Background: an optimization exercise with open tools, aiming at small area. Do not read the settings as production practice. In this exercise RTL edits were held to simulation tests only and were not proved equivalent to the original.

[config.mk]
export PLATFORM = sky130hd
export DESIGN_NAME = CORDIC_top
export DESIGN_NICKNAME = CORDIC_top
export VERILOG_FILES = /design/flow/design.v
export SDC_FILE = /design/flow/constraint.sdc
export NUM_CORES = 4
export LEC_CHECK = 0
export CAP_MARGIN = 20
export CORE_MARGIN = 2
export CORE_UTILIZATION = 40
export SLEW_MARGIN = 20
[constraint.sdc]
create_clock -name core_clock -period 6.0 [get_ports {clk}]
set_input_delay 1.2000 -clock core_clock [delete_from_list [all_inputs] [get_ports {clk}]]
set_output_delay 1.2000 -clock core_clock [all_outputs]
set_load 0.01 [all_outputs]
[design.v]
module quad_logic (
    input signed [31:0] angle_in,
    output [27:0] za_out,
    output [3:0] zsel_out,
    output reg s1_out,
    output reg sin_sign, cos_sign
);
reg [1:0] quad;
localparam signed [31:0] PI = 32'h1921FB54;
localparam signed [31:0] PI_2 = 32'h0C90FDAA;
localparam signed [31:0] TWO_PI = 32'h3243F6A9;
localparam signed [31:0] THREE_PI_2 = 32'h25B2F8FE;
localparam signed [31:0] AT0 = 32'h06487ED5;
wire fl_p = angle_in < 0;
wire fl_m = angle_in >= TWO_PI;
wire q1 = fl_p ? (angle_in <= PI_2 - TWO_PI) : fl_m ? (angle_in <= PI_2 + TWO_PI) : (angle_in <= PI_2);
wire q2 = fl_p ? (angle_in <= PI - TWO_PI) : fl_m ? (angle_in <= PI + TWO_PI) : (angle_in <= PI);
wire q3 = fl_p ? (angle_in <= THREE_PI_2 - TWO_PI) : fl_m ? (angle_in <= THREE_PI_2 + TWO_PI) : (angle_in <= THREE_PI_2);
wire t0 = fl_p ? (angle_in >= AT0 - TWO_PI) : fl_m ? (angle_in >= AT0 + TWO_PI) : (angle_in >= AT0);
wire t1 = fl_p ? (angle_in <= PI - AT0 - TWO_PI) : fl_m ? (angle_in <= PI - AT0 + TWO_PI) : (angle_in <= PI - AT0);
wire t2 = fl_p ? (angle_in >= AT0 + PI - TWO_PI) : fl_m ? (angle_in >= AT0 + PI + TWO_PI) : (angle_in >= AT0 + PI);
wire t3 = fl_p ? (angle_in <= -AT0) : fl_m ? (angle_in <= TWO_PI + TWO_PI - AT0) : (angle_in <= TWO_PI - AT0);
always @(*) begin
    if (q1) begin
        quad = 2'd0; sin_sign = 1'b0; cos_sign = 1'b0; s1_out = t0;
    end else if (q2) begin
        quad = 2'd1; sin_sign = 1'b0; cos_sign = 1'b1; s1_out = t1;
    end else if (q3) begin
        quad = 2'd2; sin_sign = 1'b1; cos_sign = 1'b1; s1_out = t2;
    end else begin
        quad = 2'd3; sin_sign = 1'b1; cos_sign = 1'b0; s1_out = t3;
    end
end
assign za_out = angle_in[27:0] ^ {28{quad[0]}};
assign zsel_out = {fl_m, fl_p, quad};
endmodule
module CORDIC (
    input clk,
    input signed [15:0] x_start,
    input signed [15:0] y_start,
    input [27:0] za_in,       
    input [3:0] zsel_in,      
    input s1_in,              
    input sin_sign, cos_sign,
    output [15:0] sine,
    output [15:0] cosine
);
function [31:0] add32;   
    input [31:0] a, b;
    input cin;
    integer k, j;
    reg c, cb, G, P;
    reg [31:0] p, g;
    begin
        p = a ^ b; g = a & b; c = cin;
        for (k = 0; k < 32; k = k + 2) begin
            cb = c;
            for (j = k; j < k + 2 && j < 32; j = j + 1) begin
                add32[j] = p[j] ^ cb; cb = g[j] | (p[j] & cb);
            end
            G = 1'b0; P = 1'b1;
            for (j = k; j < k + 2 && j < 32; j = j + 1) begin
                G = g[j] | (p[j] & G); P = P & p[j];
            end
            c = G | (P & c);
        end
    end
endfunction
function [27:0] quad_offset;
    input [3:0] sel;
    input s1;
    reg [31:0] f, c;
    begin
        case (sel[3:2])
            2'd1: f = 32'h3243F6A9;
            2'd2: f = -32'h3243F6A9;
            default: f = 32'h0;
        endcase
        case (sel[1:0])
            2'd0: c = f - 32'h06487ED5;
            2'd1: c = 32'h1921FB54 - f - 32'h06487ED5 + 1;
            2'd2: c = f - 32'h1921FB54 - 32'h06487ED5;
            default: c = 32'h3243F6A9 - f - 32'h06487ED5 + 1;
        endcase
        if (s1) c = c - 32'h03B58CE1;
        else c = c + 32'h03B58CE1;
        quad_offset = c[27:0];
    end
endfunction
wire signed [31:0] x0 = {x_start[15], x_start, 15'b0};
wire signed [31:0] y0 = {y_start[15], y_start, 15'b0};
reg [31:15] x1, y1;
reg [27:0] za;
reg [3:0] zsel;
reg s1r;         
wire [31:0] x1_n = add32(x0, ~y0, 1'b1);
wire [31:0] y1_n = add32(y0, x0, 1'b0);
reg [31:0] sgn_s, sgn_c;   
always @(posedge clk) begin
    x1 <= x1_n[31:15]; y1 <= y1_n[31:15]; za <= za_in; zsel <= zsel_in; s1r <= s1_in;
    sgn_s <= {sgn_s[30:0], sin_sign}; sgn_c <= {sgn_c[30:0], cos_sign};
end
wire s1 = s1r;
wire [27:0] z2_n = za + quad_offset(zsel, s1r);
reg signed [26:0] z2;
always @(posedge clk) z2 <= z2_n[26:0];
wire signed [31:0] xk1 = {x1, 15'b0};
wire signed [31:0] yk1 = {y1, 15'b0};
wire [31:0] xsh1 = xk1 >>> 1;
wire [31:0] ysh1 = yk1 >>> 1;
wire [31:0] x2_n = add32(xk1, ysh1 ^ {32{s1}}, s1);
wire [31:0] y2_n = add32(yk1, xsh1 ^ {32{~s1}}, ~s1);
reg [31:14] x2, y2;
always @(posedge clk) begin x2 <= x2_n[31:14]; y2 <= y2_n[31:14]; end
wire s2 = ~z2[26];
wire [26:0] z3_n = s2 ? z2 - 27'd32880480 : z2 + 27'd32880480;
reg signed [25:0] z3;
always @(posedge clk) z3 <= z3_n[25:0];
wire signed [31:0] xk2 = {x2, 14'b0};
wire signed [31:0] yk2 = {y2, 14'b0};
wire [31:0] xsh2 = xk2 >>> 2;
wire [31:0] ysh2 = yk2 >>> 2;
wire [31:0] x3_n = add32(xk2, ysh2 ^ {32{s2}}, s2);
wire [31:0] y3_n = add32(yk2, xsh2 ^ {32{~s2}}, ~s2);
reg [31:12] x3, y3;
always @(posedge clk) begin x3 <= x3_n[31:12]; y3 <= y3_n[31:12]; end
wire s3 = ~z3[25];
wire [25:0] z4_n = s3 ? z3 - 26'd16690645 : z3 + 26'd16690645;
reg signed [24:0] z4;
always @(posedge clk) z4 <= z4_n[24:0];
wire signed [31:0] xk3 = {x3, 12'b0};
wire signed [31:0] yk3 = {y3, 12'b0};
wire [31:0] xsh3 = xk3 >>> 3;
wire [31:0] ysh3 = yk3 >>> 3;
wire [31:0] x4_n = add32(xk3, ysh3 ^ {32{s3}}, s3);
wire [31:0] y4_n = add32(yk3, xsh3 ^ {32{~s3}}, ~s3);
reg [31:9] x4, y4;
always @(posedge clk) begin x4 <= x4_n[31:9]; y4 <= y4_n[31:9]; end
wire s4 = ~z4[24];
wire [24:0] z5_n = s4 ? z4 - 25'd8377711 : z4 + 25'd8377711;
reg signed [23:0] z5;
always @(posedge clk) z5 <= z5_n[23:0];
wire signed [31:0] xk4 = {x4, 9'b0};
wire signed [31:0] yk4 = {y4, 9'b0};
wire [31:0] xsh4 = xk4 >>> 4;
wire [31:0] ysh4 = yk4 >>> 4;
wire [31:0] x5_n = add32(xk4, ysh4 ^ {32{s4}}, s4);
wire [31:0] y5_n = add32(yk4, xsh4 ^ {32{~s4}}, ~s4);
reg [31:5] x5, y5;
always @(posedge clk) begin x5 <= x5_n[31:5]; y5 <= y5_n[31:5]; end
wire s5 = ~z5[23];
wire [23:0] z6_n = s5 ? z5 - 24'd4192939 : z5 + 24'd4192939;
reg signed [22:0] z6;
always @(posedge clk) z6 <= z6_n[22:0];
wire signed [31:0] xk5 = {x5, 5'b0};
wire signed [31:0] yk5 = {y5, 5'b0};
wire [31:0] xsh5 = xk5 >>> 5;
wire [31:0] ysh5 = yk5 >>> 5;
wire [31:0] x6_n = add32(xk5, ysh5 ^ {32{s5}}, s5);
wire [31:0] y6_n = add32(yk5, xsh5 ^ {32{~s5}}, ~s5);
reg [31:0] x6, y6;
always @(posedge clk) begin x6 <= x6_n[31:0]; y6 <= y6_n[31:0]; end
wire s6 = ~z6[22];
wire [22:0] z7_n = s6 ? z6 - 23'd2096981 : z6 + 23'd2096981;
reg signed [21:0] z7;
always @(posedge clk) z7 <= z7_n[21:0];
wire signed [31:0] xk6 = x6;
wire signed [31:0] yk6 = y6;
wire [31:0] xsh6 = xk6 >>> 6;
wire [31:0] ysh6 = yk6 >>> 6;
wire [31:0] x7_n = add32(xk6, ysh6 ^ {32{s6}}, s6);
wire [31:0] y7_n = add32(yk6, xsh6 ^ {32{~s6}}, ~s6);
reg [31:0] x7, y7;
always @(posedge clk) begin x7 <= x7_n[31:0]; y7 <= y7_n[31:0]; end
wire s7 = ~z7[21];
wire [21:0] z8_n = s7 ? z7 - 22'd1048555 : z7 + 22'd1048555;
reg signed [20:0] z8;
always @(posedge clk) z8 <= z8_n[20:0];
wire signed [31:0] xk7 = x7;
wire signed [31:0] yk7 = y7;
wire [31:0] xsh7 = xk7 >>> 7;
wire [31:0] ysh7 = yk7 >>> 7;
wire [31:0] x8_n = add32(xk7, ysh7 ^ {32{s7}}, s7);
wire [31:0] y8_n = add32(yk7, xsh7 ^ {32{~s7}}, ~s7);
reg [31:0] x8, y8;
always @(posedge clk) begin x8 <= x8_n[31:0]; y8 <= y8_n[31:0]; end
wire s8 = ~z8[20];
wire [20:0] z9_n = s8 ? z8 - 21'd524285 : z8 + 21'd524285;
reg [19:0] u9;
always @(posedge clk) u9 <= {~z9_n[19], z9_n[18:0]};
wire signed [31:0] xk8 = x8;
wire signed [31:0] yk8 = y8;
wire [31:0] xsh8 = xk8 >>> 8;
wire [31:0] ysh8 = yk8 >>> 8;
wire [31:0] x9_n = add32(xk8, ysh8 ^ {32{s8}}, s8);
wire [31:0] y9_n = add32(yk8, xsh8 ^ {32{~s8}}, ~s8);
reg [31:0] x9, y9;
always @(posedge clk) begin x9 <= x9_n[31:0]; y9 <= y9_n[31:0]; end
wire s9 = u9[19];
reg [18:0] u10;
always @(posedge clk) u10 <= u9[18:0];
wire signed [31:0] xk9 = x9;
wire signed [31:0] yk9 = y9;
wire [31:0] xsh9 = xk9 >>> 9;
wire [31:0] ysh9 = yk9 >>> 9;
wire [31:0] x10_n = add32(xk9, ysh9 ^ {32{s9}}, s9);
wire [31:0] y10_n = add32(yk9, xsh9 ^ {32{~s9}}, ~s9);
reg [31:0] x10, y10;
always @(posedge clk) begin x10 <= x10_n[31:0]; y10 <= y10_n[31:0]; end
wire s10 = u10[18];
reg [17:0] u11;
always @(posedge clk) u11 <= u10[17:0];
wire signed [31:0] xk10 = x10;
wire signed [31:0] yk10 = y10;
wire [31:0] xsh10 = xk10 >>> 10;
wire [31:0] ysh10 = yk10 >>> 10;
wire [31:0] x11_n = add32(xk10, ysh10 ^ {32{s10}}, s10);
wire [31:0] y11_n = add32(yk10, xsh10 ^ {32{~s10}}, ~s10);
reg [31:0] x11, y11;
always @(posedge clk) begin x11 <= x11_n[31:0]; y11 <= y11_n[31:0]; end
wire s11 = u11[17];
reg [16:0] u12;
always @(posedge clk) u12 <= u11[16:0];
wire signed [31:0] xk11 = x11;
wire signed [31:0] yk11 = y11;
wire [31:0] xsh11 = xk11 >>> 11;
wire [31:0] ysh11 = yk11 >>> 11;
wire [31:0] x12_n = add32(xk11, ysh11 ^ {32{s11}}, s11);
wire [31:0] y12_n = add32(yk11, xsh11 ^ {32{~s11}}, ~s11);
reg [31:0] x12, y12;
always @(posedge clk) begin x12 <= x12_n[31:0]; y12 <= y12_n[31:0]; end
wire s12 = u12[16];
reg [15:0] u13;
always @(posedge clk) u13 <= u12[15:0];
wire signed [31:0] xk12 = x12;
wire signed [31:0] yk12 = y12;
wire [31:0] xsh12 = xk12 >>> 12;
wire [31:0] ysh12 = yk12 >>> 12;
wire [31:0] x13_n = add32(xk12, ysh12 ^ {32{s12}}, s12);
wire [31:0] y13_n = add32(yk12, xsh12 ^ {32{~s12}}, ~s12);
reg [31:0] x13, y13;
always @(posedge clk) begin x13 <= x13_n[31:0]; y13 <= y13_n[31:0]; end
wire s13 = u13[15];
reg [14:0] u14;
always @(posedge clk) u14 <= u13[14:0];
wire signed [31:0] xk13 = x13;
wire signed [31:0] yk13 = y13;
wire [31:0] xsh13 = xk13 >>> 13;
wire [31:0] ysh13 = yk13 >>> 13;
wire [31:0] x14_n = add32(xk13, ysh13 ^ {32{s13}}, s13);
wire [31:0] y14_n = add32(yk13, xsh13 ^ {32{~s13}}, ~s13);
reg [31:0] x14, y14;
always @(posedge clk) begin x14 <= x14_n[31:0]; y14 <= y14_n[31:0]; end
wire s14 = u14[14];
reg [13:0] u15;
always @(posedge clk) u15 <= u14[13:0];
wire signed [31:0] xk14 = x14;
wire signed [31:0] yk14 = y14;
wire [31:0] xsh14 = xk14 >>> 14;
wire [31:0] ysh14 = yk14 >>> 14;
wire [31:0] x15_n = add32(xk14, ysh14 ^ {32{s14}}, s14);
wire [31:0] y15_n = add32(yk14, xsh14 ^ {32{~s14}}, ~s14);
reg [31:0] x15, y15;
always @(posedge clk) begin x15 <= x15_n[31:0]; y15 <= y15_n[31:0]; end
wire s15 = u15[13];
reg [12:0] u16;
always @(posedge clk) u16 <= u15[12:0];
wire signed [31:0] xk15 = x15;
wire signed [31:0] yk15 = y15;
wire [31:0] xsh15 = xk15 >>> 15;
wire [31:0] ysh15 = yk15 >>> 15;
wire [31:0] x16_n = add32(xk15, ysh15 ^ {32{s15}}, s15);
wire [31:0] y16_n = add32(yk15, xsh15 ^ {32{~s15}}, ~s15);
reg [31:0] x16, y16;
always @(posedge clk) begin x16 <= x16_n[31:0]; y16 <= y16_n[31:0]; end
wire s16 = u16[12];
reg [11:0] u17;
always @(posedge clk) u17 <= u16[11:0];
wire signed [31:0] xk16 = x16;
wire signed [31:0] yk16 = y16;
wire [31:0] xsh16 = xk16 >>> 16;
wire [31:0] ysh16 = yk16 >>> 16;
wire [31:0] x17_n = add32(xk16, ysh16 ^ {32{s16}}, s16);
wire [31:0] y17_n = add32(yk16, xsh16 ^ {32{~s16}}, ~s16);
reg [31:0] x17, y17;
always @(posedge clk) begin x17 <= x17_n[31:0]; y17 <= y17_n[31:0]; end
wire s17 = u17[11];
reg [10:0] u18;
always @(posedge clk) u18 <= u17[10:0];
wire signed [31:0] xk17 = x17;
wire signed [31:0] yk17 = y17;
wire [31:0] xsh17 = xk17 >>> 17;
wire [31:0] ysh17 = yk17 >>> 17;
wire [31:0] x18_n = add32(xk17, ysh17 ^ {32{s17}}, s17);
wire [31:0] y18_n = add32(yk17, xsh17 ^ {32{~s17}}, ~s17);
reg [31:0] x18, y18;
always @(posedge clk) begin x18 <= x18_n[31:0]; y18 <= y18_n[31:0]; end
wire s18 = u18[10];
reg [9:0] u19;
always @(posedge clk) u19 <= u18[9:0];
wire signed [31:0] xk18 = x18;
wire signed [31:0] yk18 = y18;
wire [31:0] xsh18 = xk18 >>> 18;
wire [31:0] ysh18 = yk18 >>> 18;
wire [31:0] x19_n = add32(xk18, ysh18 ^ {32{s18}}, s18);
wire [31:0] y19_n = add32(yk18, xsh18 ^ {32{~s18}}, ~s18);
reg [31:0] x19, y19;
always @(posedge clk) begin x19 <= x19_n[31:0]; y19 <= y19_n[31:0]; end
wire s19 = u19[9];
reg [8:0] u20;
always @(posedge clk) u20 <= u19[8:0];
wire signed [31:0] xk19 = x19;
wire signed [31:0] yk19 = y19;
wire [31:0] xsh19 = xk19 >>> 19;
wire [31:0] ysh19 = yk19 >>> 19;
wire [31:0] x20_n = add32(xk19, ysh19 ^ {32{s19}}, s19);
wire [31:0] y20_n = add32(yk19, xsh19 ^ {32{~s19}}, ~s19);
reg [16:0] xh20;         
reg [11:0] xl20;         
reg xz20, xa20;         
always @(posedge clk) begin
    xh20 <= x20_n[31:15]; xl20 <= x20_n[11:0];
    xz20 <= ~|x20_n[14:12]; xa20 <= &x20_n[14:12];
end
reg [16:0] yh20;         
reg [11:0] yl20;         
reg yz20, ya20;         
always @(posedge clk) begin
    yh20 <= y20_n[31:15]; yl20 <= y20_n[11:0];
    yz20 <= ~|y20_n[14:12]; ya20 <= &y20_n[14:12];
end
wire s20 = u20[8];
reg [7:0] u21;
always @(posedge clk) u21 <= u20[7:0];
wire signed [16:0] yq20 = yh20;
wire signed [13:0] ysh20 = yq20 >>> 5;    
wire signed [13:0] xt20 = s20 ? -ysh20 : ysh20;
wire [13:0] xS20 = {2'b00, xl20} + xt20;
wire xcp20 = xS20[13:12] == 2'b01;    
wire xcm20 = xS20[13:12] == 2'b11;    
wire xop20 = xa20 & xcp20;    
wire xom20 = xz20 & xcm20;    
wire xz20_c = (xz20 & ~xcp20 & ~xcm20) | xop20;
wire xa20_c = (xa20 & ~xcp20 & ~xcm20) | xom20;
wire [16:0] xh21_n = xh20 + {{16{xom20}}, xop20 | xom20};
reg [16:0] xh21;
reg [10:0] xl21;
reg xz21, xa21;
always @(posedge clk) begin
    xh21 <= xh21_n;
    xl21 <= xS20[10:0];
    xz21 <= xz20_c & ~xS20[11];
    xa21 <= xa20_c & xS20[11];
end
wire signed [16:0] xq20 = xh20;
wire signed [13:0] xsh20 = xq20 >>> 5;    
wire signed [13:0] yt20 = ~s20 ? -xsh20 : xsh20;
wire [13:0] yS20 = {2'b00, yl20} + yt20;
wire ycp20 = yS20[13:12] == 2'b01;    
wire ycm20 = yS20[13:12] == 2'b11;    
wire yop20 = ya20 & ycp20;    
wire yom20 = yz20 & ycm20;    
wire yz20_c = (yz20 & ~ycp20 & ~ycm20) | yop20;
wire ya20_c = (ya20 & ~ycp20 & ~ycm20) | yom20;
wire [16:0] yh21_n = yh20 + {{16{yom20}}, yop20 | yom20};
reg [16:0] yh21;
reg [10:0] yl21;
reg yz21, ya21;
always @(posedge clk) begin
    yh21 <= yh21_n;
    yl21 <= yS20[10:0];
    yz21 <= yz20_c & ~yS20[11];
    ya21 <= ya20_c & yS20[11];
end
wire s21 = u21[7];
reg [6:0] u22;
always @(posedge clk) u22 <= u21[6:0];
wire signed [16:0] yq21 = yh21;
wire signed [12:0] ysh21 = yq21 >>> 6;    
wire signed [12:0] xt21 = s21 ? -ysh21 : ysh21;
wire [12:0] xS21 = {2'b00, xl21} + xt21;
wire xcp21 = xS21[12:11] == 2'b01;    
wire xcm21 = xS21[12:11] == 2'b11;    
wire xop21 = xa21 & xcp21;    
wire xom21 = xz21 & xcm21;    
wire xz21_c = (xz21 & ~xcp21 & ~xcm21) | xop21;
wire xa21_c = (xa21 & ~xcp21 & ~xcm21) | xom21;
wire [16:0] xh22_n = xh21 + {{16{xom21}}, xop21 | xom21};
reg [16:0] xh22;
reg [9:0] xl22;
reg xz22, xa22;
always @(posedge clk) begin
    xh22 <= xh22_n;
    xl22 <= xS21[9:0];
    xz22 <= xz21_c & ~xS21[10];
    xa22 <= xa21_c & xS21[10];
end
wire signed [16:0] xq21 = xh21;
wire signed [12:0] xsh21 = xq21 >>> 6;    
wire signed [12:0] yt21 = ~s21 ? -xsh21 : xsh21;
wire [12:0] yS21 = {2'b00, yl21} + yt21;
wire ycp21 = yS21[12:11] == 2'b01;    
wire ycm21 = yS21[12:11] == 2'b11;    
wire yop21 = ya21 & ycp21;    
wire yom21 = yz21 & ycm21;    
wire yz21_c = (yz21 & ~ycp21 & ~ycm21) | yop21;
wire ya21_c = (ya21 & ~ycp21 & ~ycm21) | yom21;
wire [16:0] yh22_n = yh21 + {{16{yom21}}, yop21 | yom21};
reg [16:0] yh22;
reg [9:0] yl22;
reg yz22, ya22;
always @(posedge clk) begin
    yh22 <= yh22_n;
    yl22 <= yS21[9:0];
    yz22 <= yz21_c & ~yS21[10];
    ya22 <= ya21_c & yS21[10];
end
wire s22 = u22[6];
reg [5:0] u23;
always @(posedge clk) u23 <= u22[5:0];
wire signed [16:0] yq22 = yh22;
wire signed [11:0] ysh22 = yq22 >>> 7;    
wire signed [11:0] xt22 = s22 ? -ysh22 : ysh22;
wire [11:0] xS22 = {2'b00, xl22} + xt22;
wire xcp22 = xS22[11:10] == 2'b01;    
wire xcm22 = xS22[11:10] == 2'b11;    
wire xop22 = xa22 & xcp22;    
wire xom22 = xz22 & xcm22;    
wire xz22_c = (xz22 & ~xcp22 & ~xcm22) | xop22;
wire xa22_c = (xa22 & ~xcp22 & ~xcm22) | xom22;
wire [16:0] xh23_n = xh22 + {{16{xom22}}, xop22 | xom22};
reg [16:0] xh23;
reg [8:0] xl23;
reg xz23, xa23;
always @(posedge clk) begin
    xh23 <= xh23_n;
    xl23 <= xS22[8:0];
    xz23 <= xz22_c & ~xS22[9];
    xa23 <= xa22_c & xS22[9];
end
wire signed [16:0] xq22 = xh22;
wire signed [11:0] xsh22 = xq22 >>> 7;    
wire signed [11:0] yt22 = ~s22 ? -xsh22 : xsh22;
wire [11:0] yS22 = {2'b00, yl22} + yt22;
wire ycp22 = yS22[11:10] == 2'b01;    
wire ycm22 = yS22[11:10] == 2'b11;    
wire yop22 = ya22 & ycp22;    
wire yom22 = yz22 & ycm22;    
wire yz22_c = (yz22 & ~ycp22 & ~ycm22) | yop22;
wire ya22_c = (ya22 & ~ycp22 & ~ycm22) | yom22;
wire [16:0] yh23_n = yh22 + {{16{yom22}}, yop22 | yom22};
reg [16:0] yh23;
reg [8:0] yl23;
reg yz23, ya23;
always @(posedge clk) begin
    yh23 <= yh23_n;
    yl23 <= yS22[8:0];
    yz23 <= yz22_c & ~yS22[9];
    ya23 <= ya22_c & yS22[9];
end
wire s23 = u23[5];
reg [4:0] u24;
always @(posedge clk) u24 <= u23[4:0];
wire signed [16:0] yq23 = yh23;
wire signed [10:0] ysh23 = yq23 >>> 8;    
wire signed [10:0] xt23 = s23 ? -ysh23 : ysh23;
wire [10:0] xS23 = {2'b00, xl23} + xt23;
wire xcp23 = xS23[10:9] == 2'b01;    
wire xcm23 = xS23[10:9] == 2'b11;    
wire xop23 = xa23 & xcp23;    
wire xom23 = xz23 & xcm23;    
wire xz23_c = (xz23 & ~xcp23 & ~xcm23) | xop23;
wire xa23_c = (xa23 & ~xcp23 & ~xcm23) | xom23;
wire [16:0] xh24_n = xh23 + {{16{xom23}}, xop23 | xom23};
reg [16:0] xh24;
reg [7:0] xl24;
reg xz24, xa24;
always @(posedge clk) begin
    xh24 <= xh24_n;
    xl24 <= xS23[7:0];
    xz24 <= xz23_c & ~xS23[8];
    xa24 <= xa23_c & xS23[8];
end
wire signed [16:0] xq23 = xh23;
wire signed [10:0] xsh23 = xq23 >>> 8;    
wire signed [10:0] yt23 = ~s23 ? -xsh23 : xsh23;
wire [10:0] yS23 = {2'b00, yl23} + yt23;
wire ycp23 = yS23[10:9] == 2'b01;    
wire ycm23 = yS23[10:9] == 2'b11;    
wire yop23 = ya23 & ycp23;    
wire yom23 = yz23 & ycm23;    
wire yz23_c = (yz23 & ~ycp23 & ~ycm23) | yop23;
wire ya23_c = (ya23 & ~ycp23 & ~ycm23) | yom23;
wire [16:0] yh24_n = yh23 + {{16{yom23}}, yop23 | yom23};
reg [16:0] yh24;
reg [7:0] yl24;
reg yz24, ya24;
always @(posedge clk) begin
    yh24 <= yh24_n;
    yl24 <= yS23[7:0];
    yz24 <= yz23_c & ~yS23[8];
    ya24 <= ya23_c & yS23[8];
end
wire s24 = u24[4];
reg [3:0] u25;
always @(posedge clk) u25 <= u24[3:0];
wire signed [16:0] yq24 = yh24;
wire signed [9:0] ysh24 = yq24 >>> 9;    
wire signed [9:0] xt24 = s24 ? -ysh24 : ysh24;
wire [9:0] xS24 = {2'b00, xl24} + xt24;
wire xcp24 = xS24[9:8] == 2'b01;    
wire xcm24 = xS24[9:8] == 2'b11;    
wire xop24 = xa24 & xcp24;    
wire xom24 = xz24 & xcm24;    
wire xz24_c = (xz24 & ~xcp24 & ~xcm24) | xop24;
wire xa24_c = (xa24 & ~xcp24 & ~xcm24) | xom24;
wire [16:0] xh25_n = xh24 + {{16{xom24}}, xop24 | xom24};
reg [16:0] xh25;
reg [6:0] xl25;
reg xz25, xa25;
always @(posedge clk) begin
    xh25 <= xh25_n;
    xl25 <= xS24[6:0];
    xz25 <= xz24_c & ~xS24[7];
    xa25 <= xa24_c & xS24[7];
end
wire signed [16:0] xq24 = xh24;
wire signed [9:0] xsh24 = xq24 >>> 9;    
wire signed [9:0] yt24 = ~s24 ? -xsh24 : xsh24;
wire [9:0] yS24 = {2'b00, yl24} + yt24;
wire ycp24 = yS24[9:8] == 2'b01;    
wire ycm24 = yS24[9:8] == 2'b11;    
wire yop24 = ya24 & ycp24;    
wire yom24 = yz24 & ycm24;    
wire yz24_c = (yz24 & ~ycp24 & ~ycm24) | yop24;
wire ya24_c = (ya24 & ~ycp24 & ~ycm24) | yom24;
wire [16:0] yh25_n = yh24 + {{16{yom24}}, yop24 | yom24};
reg [16:0] yh25;
reg [6:0] yl25;
reg yz25, ya25;
always @(posedge clk) begin
    yh25 <= yh25_n;
    yl25 <= yS24[6:0];
    yz25 <= yz24_c & ~yS24[7];
    ya25 <= ya24_c & yS24[7];
end
wire s25 = u25[3];
reg [2:0] u26;
always @(posedge clk) u26 <= u25[2:0];
wire signed [16:0] yq25 = yh25;
wire signed [8:0] ysh25 = yq25 >>> 10;    
wire signed [8:0] xt25 = s25 ? -ysh25 : ysh25;
wire [8:0] xS25 = {2'b00, xl25} + xt25;
wire xcp25 = xS25[8:7] == 2'b01;    
wire xcm25 = xS25[8:7] == 2'b11;    
wire xop25 = xa25 & xcp25;    
wire xom25 = xz25 & xcm25;    
wire xz25_c = (xz25 & ~xcp25 & ~xcm25) | xop25;
wire xa25_c = (xa25 & ~xcp25 & ~xcm25) | xom25;
wire [16:0] xh26_n = xh25 + {{16{xom25}}, xop25 | xom25};
reg [16:0] xh26;
reg [5:0] xl26;
reg xz26, xa26;
always @(posedge clk) begin
    xh26 <= xh26_n;
    xl26 <= xS25[5:0];
    xz26 <= xz25_c & ~xS25[6];
    xa26 <= xa25_c & xS25[6];
end
wire signed [16:0] xq25 = xh25;
wire signed [8:0] xsh25 = xq25 >>> 10;    
wire signed [8:0] yt25 = ~s25 ? -xsh25 : xsh25;
wire [8:0] yS25 = {2'b00, yl25} + yt25;
wire ycp25 = yS25[8:7] == 2'b01;    
wire ycm25 = yS25[8:7] == 2'b11;    
wire yop25 = ya25 & ycp25;    
wire yom25 = yz25 & ycm25;    
wire yz25_c = (yz25 & ~ycp25 & ~ycm25) | yop25;
wire ya25_c = (ya25 & ~ycp25 & ~ycm25) | yom25;
wire [16:0] yh26_n = yh25 + {{16{yom25}}, yop25 | yom25};
reg [16:0] yh26;
reg [5:0] yl26;
reg yz26, ya26;
always @(posedge clk) begin
    yh26 <= yh26_n;
    yl26 <= yS25[5:0];
    yz26 <= yz25_c & ~yS25[6];
    ya26 <= ya25_c & yS25[6];
end
wire s26 = u26[2];
reg [1:0] u27;
always @(posedge clk) u27 <= u26[1:0];
wire signed [16:0] yq26 = yh26;
wire signed [7:0] ysh26 = yq26 >>> 11;    
wire signed [7:0] xt26 = s26 ? -ysh26 : ysh26;
wire [7:0] xS26 = {2'b00, xl26} + xt26;
wire xcp26 = xS26[7:6] == 2'b01;    
wire xcm26 = xS26[7:6] == 2'b11;    
wire xop26 = xa26 & xcp26;    
wire xom26 = xz26 & xcm26;    
wire xz26_c = (xz26 & ~xcp26 & ~xcm26) | xop26;
wire xa26_c = (xa26 & ~xcp26 & ~xcm26) | xom26;
wire [16:0] xh27_n = xh26 + {{16{xom26}}, xop26 | xom26};
reg [16:0] xh27;
reg [4:0] xl27;
reg xz27, xa27;
always @(posedge clk) begin
    xh27 <= xh27_n;
    xl27 <= xS26[4:0];
    xz27 <= xz26_c & ~xS26[5];
    xa27 <= xa26_c & xS26[5];
end
wire signed [16:0] xq26 = xh26;
wire signed [7:0] xsh26 = xq26 >>> 11;    
wire signed [7:0] yt26 = ~s26 ? -xsh26 : xsh26;
wire [7:0] yS26 = {2'b00, yl26} + yt26;
wire ycp26 = yS26[7:6] == 2'b01;    
wire ycm26 = yS26[7:6] == 2'b11;    
wire yop26 = ya26 & ycp26;    
wire yom26 = yz26 & ycm26;    
wire yz26_c = (yz26 & ~ycp26 & ~ycm26) | yop26;
wire ya26_c = (ya26 & ~ycp26 & ~ycm26) | yom26;
wire [16:0] yh27_n = yh26 + {{16{yom26}}, yop26 | yom26};
reg [16:0] yh27;
reg [4:0] yl27;
reg yz27, ya27;
always @(posedge clk) begin
    yh27 <= yh27_n;
    yl27 <= yS26[4:0];
    yz27 <= yz26_c & ~yS26[5];
    ya27 <= ya26_c & yS26[5];
end
wire s27 = u27[1];
reg [0:0] u28;
always @(posedge clk) u28 <= u27[0:0];
wire signed [16:0] yq27 = yh27;
wire signed [6:0] ysh27 = yq27 >>> 12;    
wire signed [6:0] xt27 = s27 ? -ysh27 : ysh27;
wire [6:0] xS27 = {2'b00, xl27} + xt27;
wire xcp27 = xS27[6:5] == 2'b01;    
wire xcm27 = xS27[6:5] == 2'b11;    
wire xop27 = xa27 & xcp27;    
wire xom27 = xz27 & xcm27;    
wire xz27_c = (xz27 & ~xcp27 & ~xcm27) | xop27;
wire xa27_c = (xa27 & ~xcp27 & ~xcm27) | xom27;
wire [16:0] xh28_n = xh27 + {{16{xom27}}, xop27 | xom27};
reg [16:0] xh28;
reg [3:0] xl28;
reg xz28, xa28;
always @(posedge clk) begin
    xh28 <= xh28_n;
    xl28 <= xS27[3:0];
    xz28 <= xz27_c & ~xS27[4];
    xa28 <= xa27_c & xS27[4];
end
wire signed [16:0] xq27 = xh27;
wire signed [6:0] xsh27 = xq27 >>> 12;    
wire signed [6:0] yt27 = ~s27 ? -xsh27 : xsh27;
wire [6:0] yS27 = {2'b00, yl27} + yt27;
wire ycp27 = yS27[6:5] == 2'b01;    
wire ycm27 = yS27[6:5] == 2'b11;    
wire yop27 = ya27 & ycp27;    
wire yom27 = yz27 & ycm27;    
wire yz27_c = (yz27 & ~ycp27 & ~ycm27) | yop27;
wire ya27_c = (ya27 & ~ycp27 & ~ycm27) | yom27;
wire [16:0] yh28_n = yh27 + {{16{yom27}}, yop27 | yom27};
reg [16:0] yh28;
reg [3:0] yl28;
reg yz28, ya28;
always @(posedge clk) begin
    yh28 <= yh28_n;
    yl28 <= yS27[3:0];
    yz28 <= yz27_c & ~yS27[4];
    ya28 <= ya27_c & yS27[4];
end
wire s28 = u28[0];
reg [0:0] u29;
always @(posedge clk) u29 <= u28[0:0];
wire signed [16:0] yq28 = yh28;
wire signed [5:0] ysh28 = yq28 >>> 13;    
wire signed [5:0] xt28 = s28 ? -ysh28 : ysh28;
wire [5:0] xS28 = {2'b00, xl28} + xt28;
wire xcp28 = xS28[5:4] == 2'b01;    
wire xcm28 = xS28[5:4] == 2'b11;    
wire xop28 = xa28 & xcp28;    
wire xom28 = xz28 & xcm28;    
wire xz28_c = (xz28 & ~xcp28 & ~xcm28) | xop28;
wire xa28_c = (xa28 & ~xcp28 & ~xcm28) | xom28;
wire [16:0] xh29_n = xh28 + {{16{xom28}}, xop28 | xom28};
reg [16:0] xh29;
reg [2:0] xl29;
reg xz29, xa29;
always @(posedge clk) begin
    xh29 <= xh29_n;
    xl29 <= xS28[2:0];
    xz29 <= xz28_c & ~xS28[3];
    xa29 <= xa28_c & xS28[3];
end
wire signed [16:0] xq28 = xh28;
wire signed [5:0] xsh28 = xq28 >>> 13;    
wire signed [5:0] yt28 = ~s28 ? -xsh28 : xsh28;
wire [5:0] yS28 = {2'b00, yl28} + yt28;
wire ycp28 = yS28[5:4] == 2'b01;    
wire ycm28 = yS28[5:4] == 2'b11;    
wire yop28 = ya28 & ycp28;    
wire yom28 = yz28 & ycm28;    
wire yz28_c = (yz28 & ~ycp28 & ~ycm28) | yop28;
wire ya28_c = (ya28 & ~ycp28 & ~ycm28) | yom28;
wire [16:0] yh29_n = yh28 + {{16{yom28}}, yop28 | yom28};
reg [16:0] yh29;
reg [2:0] yl29;
reg yz29, ya29;
always @(posedge clk) begin
    yh29 <= yh29_n;
    yl29 <= yS28[2:0];
    yz29 <= yz28_c & ~yS28[3];
    ya29 <= ya28_c & yS28[3];
end
wire s29 = u29[0];
reg [0:0] u30;
always @(posedge clk) u30 <= u29[0:0];
wire signed [16:0] yq29 = yh29;
wire signed [4:0] ysh29 = yq29 >>> 14;    
wire signed [4:0] xt29 = s29 ? -ysh29 : ysh29;
wire [4:0] xS29 = {2'b00, xl29} + xt29;
wire xcp29 = xS29[4:3] == 2'b01;    
wire xcm29 = xS29[4:3] == 2'b11;    
wire xop29 = xa29 & xcp29;    
wire xom29 = xz29 & xcm29;    
wire xz29_c = (xz29 & ~xcp29 & ~xcm29) | xop29;
wire xa29_c = (xa29 & ~xcp29 & ~xcm29) | xom29;
wire [16:0] xh30_n = xh29 + {{16{xom29}}, xop29 | xom29};
reg [16:0] xh30;
reg [1:0] xl30;
reg xz30, xa30;
always @(posedge clk) begin
    xh30 <= xh30_n;
    xl30 <= xS29[1:0];
    xz30 <= xz29_c & ~xS29[2];
    xa30 <= xa29_c & xS29[2];
end
wire signed [16:0] xq29 = xh29;
wire signed [4:0] xsh29 = xq29 >>> 14;    
wire signed [4:0] yt29 = ~s29 ? -xsh29 : xsh29;
wire [4:0] yS29 = {2'b00, yl29} + yt29;
wire ycp29 = yS29[4:3] == 2'b01;    
wire ycm29 = yS29[4:3] == 2'b11;    
wire yop29 = ya29 & ycp29;    
wire yom29 = yz29 & ycm29;    
wire yz29_c = (yz29 & ~ycp29 & ~ycm29) | yop29;
wire ya29_c = (ya29 & ~ycp29 & ~ycm29) | yom29;
wire [16:0] yh30_n = yh29 + {{16{yom29}}, yop29 | yom29};
reg [16:0] yh30;
reg [1:0] yl30;
reg yz30, ya30;
always @(posedge clk) begin
    yh30 <= yh30_n;
    yl30 <= yS29[1:0];
    yz30 <= yz29_c & ~yS29[2];
    ya30 <= ya29_c & yS29[2];
end
wire s30 = u30[0];
reg [0:0] u31;
always @(posedge clk) u31 <= u30[0:0];
wire signed [16:0] yq30 = yh30;
wire signed [3:0] ysh30 = yq30 >>> 15;    
wire signed [3:0] xt30 = s30 ? -ysh30 : ysh30;
wire [3:0] xS30 = {2'b00, xl30} + xt30;
wire xcp30 = xS30[3:2] == 2'b01;    
wire xcm30 = xS30[3:2] == 2'b11;    
wire xop30 = xa30 & xcp30;    
wire xom30 = xz30 & xcm30;    
wire xz30_c = (xz30 & ~xcp30 & ~xcm30) | xop30;
wire xa30_c = (xa30 & ~xcp30 & ~xcm30) | xom30;
wire [16:0] xh31_n = xh30 + {{16{xom30}}, xop30 | xom30};
reg [16:0] xh31;
reg [0:0] xl31;
reg xz31, xa31;
always @(posedge clk) begin
    xh31 <= xh31_n;
    xl31 <= xS30[0:0];
    xz31 <= xz30_c & ~xS30[1];
    xa31 <= xa30_c & xS30[1];
end
wire signed [16:0] xq30 = xh30;
wire signed [3:0] xsh30 = xq30 >>> 15;    
wire signed [3:0] yt30 = ~s30 ? -xsh30 : xsh30;
wire [3:0] yS30 = {2'b00, yl30} + yt30;
wire ycp30 = yS30[3:2] == 2'b01;    
wire ycm30 = yS30[3:2] == 2'b11;    
wire yop30 = ya30 & ycp30;    
wire yom30 = yz30 & ycm30;    
wire yz30_c = (yz30 & ~ycp30 & ~ycm30) | yop30;
wire ya30_c = (ya30 & ~ycp30 & ~ycm30) | yom30;
wire [16:0] yh31_n = yh30 + {{16{yom30}}, yop30 | yom30};
reg [16:0] yh31;
reg [0:0] yl31;
reg yz31, ya31;
always @(posedge clk) begin
    yh31 <= yh31_n;
    yl31 <= yS30[0:0];
    yz31 <= yz30_c & ~yS30[1];
    ya31 <= ya30_c & yS30[1];
end
wire s31 = u31[0];
wire signed [16:0] yq31 = yh31;
wire signed [2:0] ysh31 = yq31 >>> 16;    
wire signed [2:0] xt31 = s31 ? -ysh31 : ysh31;
wire [2:0] xS31 = {2'b00, xl31} + xt31;
wire xcp31 = xS31[2:1] == 2'b01;    
wire xcm31 = xS31[2:1] == 2'b11;    
wire xop31 = xa31 & xcp31;    
wire xom31 = xz31 & xcm31;    
wire xz31_c = (xz31 & ~xcp31 & ~xcm31) | xop31;
wire xa31_c = (xa31 & ~xcp31 & ~xcm31) | xom31;
wire [16:0] xh32_n = xh31 + {{16{xom31}}, xop31 | xom31};
wire signed [16:0] xq31 = xh31;
wire signed [2:0] xsh31 = xq31 >>> 16;    
wire signed [2:0] yt31 = ~s31 ? -xsh31 : xsh31;
wire [2:0] yS31 = {2'b00, yl31} + yt31;
wire ycp31 = yS31[2:1] == 2'b01;    
wire ycm31 = yS31[2:1] == 2'b11;    
wire yop31 = ya31 & ycp31;    
wire yom31 = yz31 & ycm31;    
wire yz31_c = (yz31 & ~ycp31 & ~ycm31) | yop31;
wire ya31_c = (ya31 & ~ycp31 & ~ycm31) | yom31;
wire [16:0] yh32_n = yh31 + {{16{yom31}}, yop31 | yom31};
wire [15:0] c32 = xh32_n[15:0], s32 = yh32_n[15:0];
wire [2:0] es = sgn_s[30] ? (yom31 ? 3'd2 : yop31 ? 3'd0 : 3'd1) : (yop31 ? 3'd1 : yom31 ? 3'b111 : 3'd0);
wire [2:0] ec = sgn_c[30] ? (xom31 ? 3'd2 : xop31 ? 3'd0 : 3'd1) : (xop31 ? 3'd1 : xom31 ? 3'b111 : 3'd0);
reg [15:0] r31s, r31c, r32s, r32c, r33s, r33c;
always @(posedge clk) begin
    r31s <= (yh31[15:0] ^ {16{sgn_s[30]}}) + {{13{es[2]}}, es};
    r31c <= (xh31[15:0] ^ {16{sgn_c[30]}}) + {{13{ec[2]}}, ec};
    r32s <= r31s; r32c <= r31c;
    r33s <= r32s; r33c <= r32c;
end
assign sine = r33s;
assign cosine = r33c;
endmodule
module CORDIC_top #(parameter WIDTH = 16 , parameter ITERATIONS = 32) (
    input clk,
    input signed [WIDTH-1:0] x_start,
    input signed [WIDTH-1:0] y_start,
    input signed [31:0] angle_in,
    output signed [WIDTH-1:0] sine,
    output signed [WIDTH-1:0] cosine
);
wire [27:0] za;
wire [3:0] zsel;
wire s1;
wire sin_sign, cos_sign;
quad_logic quad_logic_DUT(
    .angle_in(angle_in),
    .za_out(za),
    .zsel_out(zsel),
    .s1_out(s1),
    .sin_sign(sin_sign),
    .cos_sign(cos_sign)
);
CORDIC CORDIC_DUT(
    .clk(clk),
    .x_start(x_start),
    .y_start(y_start),
    .za_in(za),
    .zsel_in(zsel),
    .s1_in(s1),
    .sin_sign(sin_sign),
    .cos_sign(cos_sign),
    .sine(sine),
    .cosine(cosine)
);
endmodule
[flow/run.sh]
#!/bin/bash
# Own flow: the standard layout, with synthesis run through flow/my_synth.tcl
# (a different ABC script and no full-adder extraction) and clock tree
# synthesis without dummy loads and with small clock buffers; ports get the smallest buffer. Registers and
# their names are those of the standard synthesis.
set -euo pipefail
W=$(pwd)
export MY_WORK=$W
export MY_ABC_SCRIPT=$W/flow/abc_area.script
# synthesis only, with our script; the remaining steps are the standard.sh
make -C "$FLOW_HOME" DESIGN_CONFIG="$W/config.mk" WORK_HOME="$W/orfs" CLKGATE_MAP_FILE= \
  SYNTH_SCRIPT="$W/flow/my_synth.tcl" synth > "$W/own_synth.log" 2>&1
export CTS_ARGS="-sink_clustering_enable -repair_clock_nets -dont_use_dummy_load -buf_list {sky130_fd_sc_hd__clkbuf_8} -sink_clustering_size 14 -sink_clustering_max_diameter 70"
export BUFFER_PORTS_ARGS="-buffer_cell sky130_fd_sc_hd__buf_1"
bash "$W/standard.sh" > "$W/own_standard.log" 2>&1
[flow/abc_area.script]
&get -n
&st
&dch
&nf -R 20 -p -F 8 -A 4
&put
topo
buffer -N 10
upsize -D 4500
dnsize -D 4500
stime -p
[flow/my_synth.tcl]
# The standard synthesis (synth_recipe.tcl) with two changes for area:
# Yosys's abc calls use this flow's ABC script, and full/half adders are not
# extracted into fa/ha cells (ABC maps the adder logic itself).
proc abc {args} {
  set i [lsearch -exact $args -script]
  if {$i >= 0} { lset args [expr {$i + 1}] $::env(MY_ABC_SCRIPT) }
  puts "flow/my_synth.tcl: abc $args"
  yosys abc {*}$args
}
proc extract_fa {args} { puts "flow/my_synth.tcl: extract_fa skipped" }
source $::env(MY_WORK)/synth_recipe.tcl
[standard.sh]
#!/bin/bash
# synth_recipe.tcl (not shown) runs the flow's synth.tcl, then flattens the netlist and writes it again
# the make line also repeats each setting of config.mk as NAME=value (left out here)
make -C /OpenROAD-flow-scripts/flow DESIGN_CONFIG=/design/flow/config.mk WORK_HOME=/design/flow/orfs CLKGATE_MAP_FILE= SYNTH_SCRIPT=/design/flow/synth_recipe.tcl "${@:-finish}"
==> flow_summary.ini, run 1 <==
[grt]
grt_usage_pct = 16.2
grt-ovfl-total = 0
grt_pass1_vias = 79200
antenna_found_initial = 4
grt_max_degree = 60
grt_first_pass_wirelength_um = 401000

[synth]
synth_edf_count = 0
netlist-cell-type-count = 83
synth.cell_area_mm2 = 0.118
syn-num-nets = 13100
ys_warn_count = 2
yosys_register_bits = 2288
synth_ff_type = dfxtp_1
synth-async-reset-ratio_pct = 0
synth_area_per_cell_um2 = 9.03
synth_seq_area_share_pct = 39.0
syn_inst = 13000

[drt]
vias = 82700
wl_met2_um = 123000
route.met3.wl_um = 8300
avgViaCountPerCell = 4.80
finalWirelength_um = 250000
firstDrtPassIters = 5
drt-met1-wl_um = 112000
final_antenna_net_count = 0
drc = 0
top_layer = met4
drt_iter0_drc = 3651
avgRoutedWirePerCell_um = 14.5

[timing]
fin_crit_ns = 5.79
tightest_slew_ns = 1.04
setup_violations = 0
finalHoldViolCount = 0
drv_slew = 0
max_slew_margin_pct = 30.3
post-route-period-util_pct = 96.5
max_freq_ghz = 0.173
rsz0062_at_grt = yes
fin_skew_ns = 0.147

[final_layout]
final-seq-area_mm2 = 0.0459
drive_above_1_share_pct = 6.60
multi_input_area_mm2 = 0.0705
num-fill-cells = 28800
fin_util_pct = 43.8
finish.instance_area_mm2 = 0.128
layout.cells.non_filler = 17200
layout.nets = 13400
syn_to_final_growth_pct = 9.14

[worst_setup_path]
r2r_cells = 21
rr_startpoint = CORDIC_DUT.u18[10]
required_ns = 6.91
r2r_slack_ns = 0.21
crit_arrival_ns = 6.69
startpoint = CORDIC_DUT.u18[10]
startpoint_type = register
crit_path_max_fanout = 9
end_kind = register
critPathKind = register to register
reg2reg_to = CORDIC_DUT.y19[31]
cp-endpoint = CORDIC_DUT.y19[31]

[cts]
path_clk_slew_ns = 0.10
cts_tree = yes
root_buffer = clkbuf_8
cts.sinks = 2288
h-tree-depth = 4
clk_latency_ns = 0.99
numCtsBuffers = 193
cts.path.max_buffers = 4

[min_path]
hold_path_class = register to register

[outcome]
outcome = no timing/DRC/antenna violations

[place]
gp_congestion = 0.894
io_buffers = 96
postPlaceCellArea_mm2 = 0.124
place_inst = 17000
dpl.hpwl_um = 197000

[floorplan]
coreArea_mm2 = 0.293
die_x_um = 546
die_area_mm2 = 0.298
dieHeight_um = 546
num_io_pins = 97
floorplan.rows = 199
start_util_pct = 40.1

[flow_run]
drv_cap = 0
## per-layer routing
| layer | GRT usage, % | vias to the layer above |
|---|---|---|
| met5 | 0 | - |
| met4 | 4.03 | 0 |
| met3 | 2.02 | 377 |
| met2 | 29.6 | 1049 |
| met1 | 19.9 | 37600 |
| li1 | - | 43700 |
## timing repair
action                                  CTS  global route
buffers inserted                          0            18
hold buffers                              0             0
pin swaps                                 0            43
resized for setup                         5           184
gates cloned                              0             1
endpoints found under the setup margin    5            88
hold endpoints to repair                  0             0
## through the flow
| step | TNS [ns] | hold WS [ns] | setup WS (ns) |
|---|---|---|---|
| detailed placement | -0.0439 | 0.312 | -0.0301 |
| finish | 0 | 0.272 | 0.213 |
| CTS | 0 | 0.276 | 0.00770 |
| global route | -0.253 | 0.275 | -0.0657 |
| global placement | -0.00754 | 0.310 | -0.00754 |
| floorplan | 0 | 0.310 | 0.188 |
## cells by family after synthesis
group / Yosys count / synth area share (%)
xor gates and xnor gates: 4218 / 31.4
AOI/OAI and AO/OA: 2230 / 12.0
adders and majority gates: 268 / 2.28
muxes: 24 / 0.217
and+or+nand+nor: 3383 / 13.0
DFF: 2288 / 39.0
buffers and inverters: 602 / 2.00
## layout by cell type, fill, tap and decap left out, types with 62 or more instances in the layout
cell	netlist	layout
o21ai_0	858	847
nor2_1	819	819
nand3_1	139	139
buf_4	12	377
nor2b_1	341	340
nand2_1	1474	1472
nor3_1	109	107
o31ai_1	82	62
o41ai_1	82	82
xor2_1	1627	1604
maj3_1	268	264
inv_1	221	221
o21a_1	135	135
o31a_1	63	63
nand2b_1	181	181
buf_1	81	96
dfxtp_1	2288	2261
a31oi_1	168	149
clkbuf_8	0	193
xnor2_1	2590	2567
a21oi_1	397	395
## final cells by class
type,count,share of cell area (%)
multi-input cells,10100,55.0
flip-flops and latches,2288,35.8
well taps,3919,3.82
repair buffers,490,2.70
clock buffers,193,2.07
inverters,222,0.650
diodes,3,0.00585
## worst min-delay path by stage
stage / startpoint / end / slack, ns / cells past startpoint
finish: CORDIC_DUT.u16[8] / CORDIC_DUT.u17[8] / 0.27 / 0
CTS: CORDIC_DUT.u16[8] / CORDIC_DUT.u17[8] / 0.28 / 0
floorplan: CORDIC_DUT.r31c[0] / CORDIC_DUT.r32c[0] / 0.31 / 0
global placement: CORDIC_DUT.r32c[8] / CORDIC_DUT.r33c[8] / 0.31 / 0
detailed placement: CORDIC_DUT.r32c[0] / CORDIC_DUT.r33c[0] / 0.31 / 0
global route: CORDIC_DUT.u16[8] / CORDIC_DUT.u17[8] / 0.28 / 0
## critical path, stage by stage (launching register included)
cell and delay [ns]:
dfxtp_1 0.34, buf_12 0.16, o21ai_1 0.21, maj3_1 0.23, nand2_1 0.10, a31oi_4 0.22
a31oi_1 0.15, nor2_1 0.13, a211oi_1 0.07, o221a_2 0.26, o221a_2 0.24, o221a_2 0.26
o311a_1 0.39, o311a_1 0.38, o311a_1 0.37, o311a_1 0.37, o311a_1 0.38, o311a_1 0.37
o311a_1 0.38, o311ai_2 0.28, maj3_1 0.25, xor2_1 0.14
## cell usage after synthesis, types with 109 or more instances
| cell | instances | area share [%] |
|---|---|---|
| a21oi_1 | 397 | 1.7 |
| a31oi_1 | 168 | 0.89 |
| clkbuf_1 | 261 | 0.83 |
| dfxtp_1 | 2288 | 39 |
| inv_1 | 221 | 0.71 |
| maj3_1 | 268 | 2.3 |
| nand2_1 | 1474 | 4.7 |
| nand2b_1 | 181 | 0.96 |
| nand3_1 | 139 | 0.59 |
| nor2_1 | 819 | 2.6 |
| nor2b_1 | 341 | 1.8 |
| nor3_1 | 109 | 0.46 |
| o21a_1 | 135 | 0.86 |
| o21ai_0 | 858 | 3.7 |
| xnor2_1 | 2590 | 19 |
| xor2_1 | 1627 | 12 |
==> run 2: changes to the inputs <==
==> flow/abc_area.script (replaced) <==
&get -n
&st
&dch
&nf -R 20 -p -F 8 -A 4
&put
topo
buffer -N 16
upsize -D 5000
dnsize -D 5000
stime -p
==> run 2 against run 1 <==
Net effect:
- still clean on timing, DRC and antenna
- fmax up 0.62%
- cell count is 0.14% lower
- synthesized cell count fell by 0.83%
- sequential share of layout area barely moved
- via count about the same
- worst hold slack got worse by 0.0023 ns
- utilization rose by 0.29 points
- design area about the same
- clock skew increased by 0.027 ns
- count of clock-buffer cells in the layout up 3
- largest cell class unchanged
==> flow_summary.ini, run 2 <==
[synth]
synth_edf_count = 0
yosysTopAreaCell = dfxtp_1
synth_common_cells = xnor2_1 (2589), dfxtp_1 (2288), xor2_1 (1626)
synth_area_leaders = dfxtp_1 (39%), xnor2_1 (19%), xor2_1 (12%), nand2_1 (4.7%), o21ai_0 (3.7%)
ys_warn_count = 2
synth.cell_area_mm2 = 0.117
synth_ff_type = dfxtp_1
synth.most_common_cell = xnor2_1
synth_area_per_cell_um2 = 9.08
synth_seq_area_share_pct = 39.1
netlist-cell-type-count = 85
synth-async-reset-ratio_pct = 0
synth.top_cell.area_share_pct = 39.1
syn_inst = 12900
syn-num-nets = 13000
yosys_register_bits = 2288

[min_path]
min-delay-start = CORDIC_DUT.u23[4]
hold_path_class = register to register
holdPathEnd = CORDIC_DUT.u24[4]
hold_depth = 0

[place]
dpl.hpwl_um = 198000
pre_cts_ws_ns = -0.165
gp_congestion = 0.904
io_buffers = 96

[cts]
cts_hold_buf = 0
numCtsBuffers = 196
root_buffer = clkbuf_8
clk_latency_ns = 1.03
path_clk_slew_ns = 0.09
cts.path.max_buffers = 4
cts.sinks = 2288
h-tree-depth = 4
cts_tree = yes

[floorplan]
coreArea_mm2 = 0.291
die_area_mm2 = 0.297
dieHeight_um = 545
floorplan.rows = 198
num_io_pins = 97
die_x_um = 545
start_util_pct = 40.2

[worst_setup_path]
crit_buf_inv = 2
critPathMaxStageDelay_ns = 0.42
critPathKind = register to register
crit_chain = buf_12, buf_12, xnor2_1, nor2_1, nor2b_2, a31oi_2, nor3_1, a211oi_1, o31a_1, o31a_1, o31a_1, o31a_1, o31a_1, o31a_1, o311a_1, o311a_1, o311ai_2, nand3b_1, nand2_1, a31o_2, maj3_1, xor2_1
cp_top_family = compound AO/OA/AOI/OAI gates
r2r_slack_ns = 0.25
required_ns = 6.83
crit_arrival_ns = 6.58
path_common_cell = o31a_1
end_kind = register
r2r_cells = 22
crit_slowest_cell = dfxtp_4
startpoint_type = register
crit_path_max_fanout = 18
rr_startpoint = CORDIC_DUT.u11[17]
reg2reg_to = CORDIC_DUT.y12[31]

[final_layout]
final_common_cell = xnor2_1
layout_common_cells = xnor2_1 (2568), dfxtp_1 (2260), xor2_1 (1606)
syn_to_final_growth_pct = 9.50
layout.nets = 13400
drive_above_1_share_pct = 6.72

[timing]
finalHoldViolCount = 0
tns_ns = 0
worst_slack_ns = 0.249
fin_crit_ns = 5.75
drv_slew = 0
setup_violations = 0
post-route-period-util_pct = 95.9
max_freq_ghz = 0.174
fin_skew_ns = 0.174
max_slew_margin_pct = 34.1
tightest_slew_ns = 0.981
hold_ws_ns = 0.270

[grt]
grt_usage_pct = 16.4
grt_max_degree = 80
grt-ovfl-total = 0
antenna_found_initial = 6
grt_first_pass_wirelength_um = 404000
grt_pass1_vias = 79900

[drt]
drt_iter0_drc = 3795
firstDrtPassIters = 6
finalWirelength_um = 251000
avgRoutedWirePerCell_um = 14.6
vias = 82700
final_antenna_net_count = 0
avgViaCountPerCell = 4.81
drc = 0

[flow_run]
drv_cap = 0

[outcome]
outcome = no timing/DRC/antenna violations
run 2: repair_timing:
action,CTS,global route
setup endpoints to repair,11,93
hold endpoints to repair,0,0
pin swaps,3,69
buffers inserted,0,38
gates resized for setup,16,197
run 2: layout make-up:
cell class,count,area (um^2)
Inverter,222,833
Antenna cell,1,2.50
Timing Repair Buffer,484,3450
Sequential cell,2288,45900
Fill cell,28600,163000
Clock buffer,196,2700
Multi-Input combinational cell,10100,70600
Tap cell,3900,4880
run 2: logic make-up after synthesis:
logic type	count (synthesis)	synth area share, %
fa+ha+maj	268	2.29
compound gates	2230	12.1
xor+xnor	4218	31.5
flops	2288	39.1
mux	24	0.218
simple gates	3383	13.1
buf+inv	494	1.70
run 2: worst register-to-register path, delay by kind of cell, from the launching register on:
kind                     cells  cell delay, ns
AO/OA/AOI/OAI               12            3.62
XOR/XNOR                     2            0.28
adder cells (fa/ha/maj)      1            0.18
buffers and inverters        2            0.37
flip-flops                   1            0.42
AND/OR/NAND/NOR              5            0.74
run 2: worst max-delay path by stage:
stage                             from                   to  slack (ns)  cells past startpoint
CTS                 CORDIC_DUT.x17[17]   CORDIC_DUT.y18[31]      0.0004                     22
finish              CORDIC_DUT.u11[17]   CORDIC_DUT.y12[31]        0.25                     22
floorplan           CORDIC_DUT.u18[10]   CORDIC_DUT.y19[31]        0.24                     21
detailed placement  CORDIC_DUT.u11[17]   CORDIC_DUT.x12[31]       -0.17                     24
global route         CORDIC_DUT.u19[9]  CORDIC_DUT.yh20[16]       -0.07                     22
global placement     CORDIC_DUT.u19[9]  CORDIC_DUT.yh20[16]       -0.08                     22
run 2: metal layers:
layer | global-route usage, % | up-vias | part of all wire [%]
li1 | - | 43700 | -
met1 | 20.0 | 37500 | 45
met2 | 29.7 | 1119 | 49
met3 | 1.80 | 439 | 3.3
met4 | 5.23 | 2 | 3.1
met5 | 0 | - | 0.0068
run 2: metrics by stage:
step           util (%)  cell area [um^2]  std cells
6_report           44.1            128000      17200
3_3_place_gp       42.6            124000      17000
5_1_grt            44.1            128000      17200
3_5_place_dp       42.6            124000      17000
4_1_cts            43.6            127000      17200
2_1_floorplan         -            117000      12900

[re-timing with driven ports]
The flow's constraints put no driver on any port. The routed layouts listed below were extracted and timed again, unchanged, in two steps.
Step 1 assumes that a clkbuf_16 drives the clock port and a buf_2 every other input.
Step 2 adds t to the input delays and takes it off the output delays; t is the mean of the earliest and latest rising clock arrival at the registers after step 1. Input paths then give back, and output paths get back, about the clock's delay inside the block.
Slacks: ideal ports / drivers / drivers and shift; pairs: ideal ports / drivers.
run | t, ns | setup slack, ns | worst setup path at the end | worst register clock-pin slew, ns | cell pins on the clock port's net
run 1 | 1.016 | 0.213 / 0.213 / 0.213 | register to register | 0.10 / 0.10 | 1
run 2 | 1.042 | 0.249 / 0.249 / 0.249 | register to register | 0.10 / 0.10 | 1
After both steps every run listed still meets setup and hold.
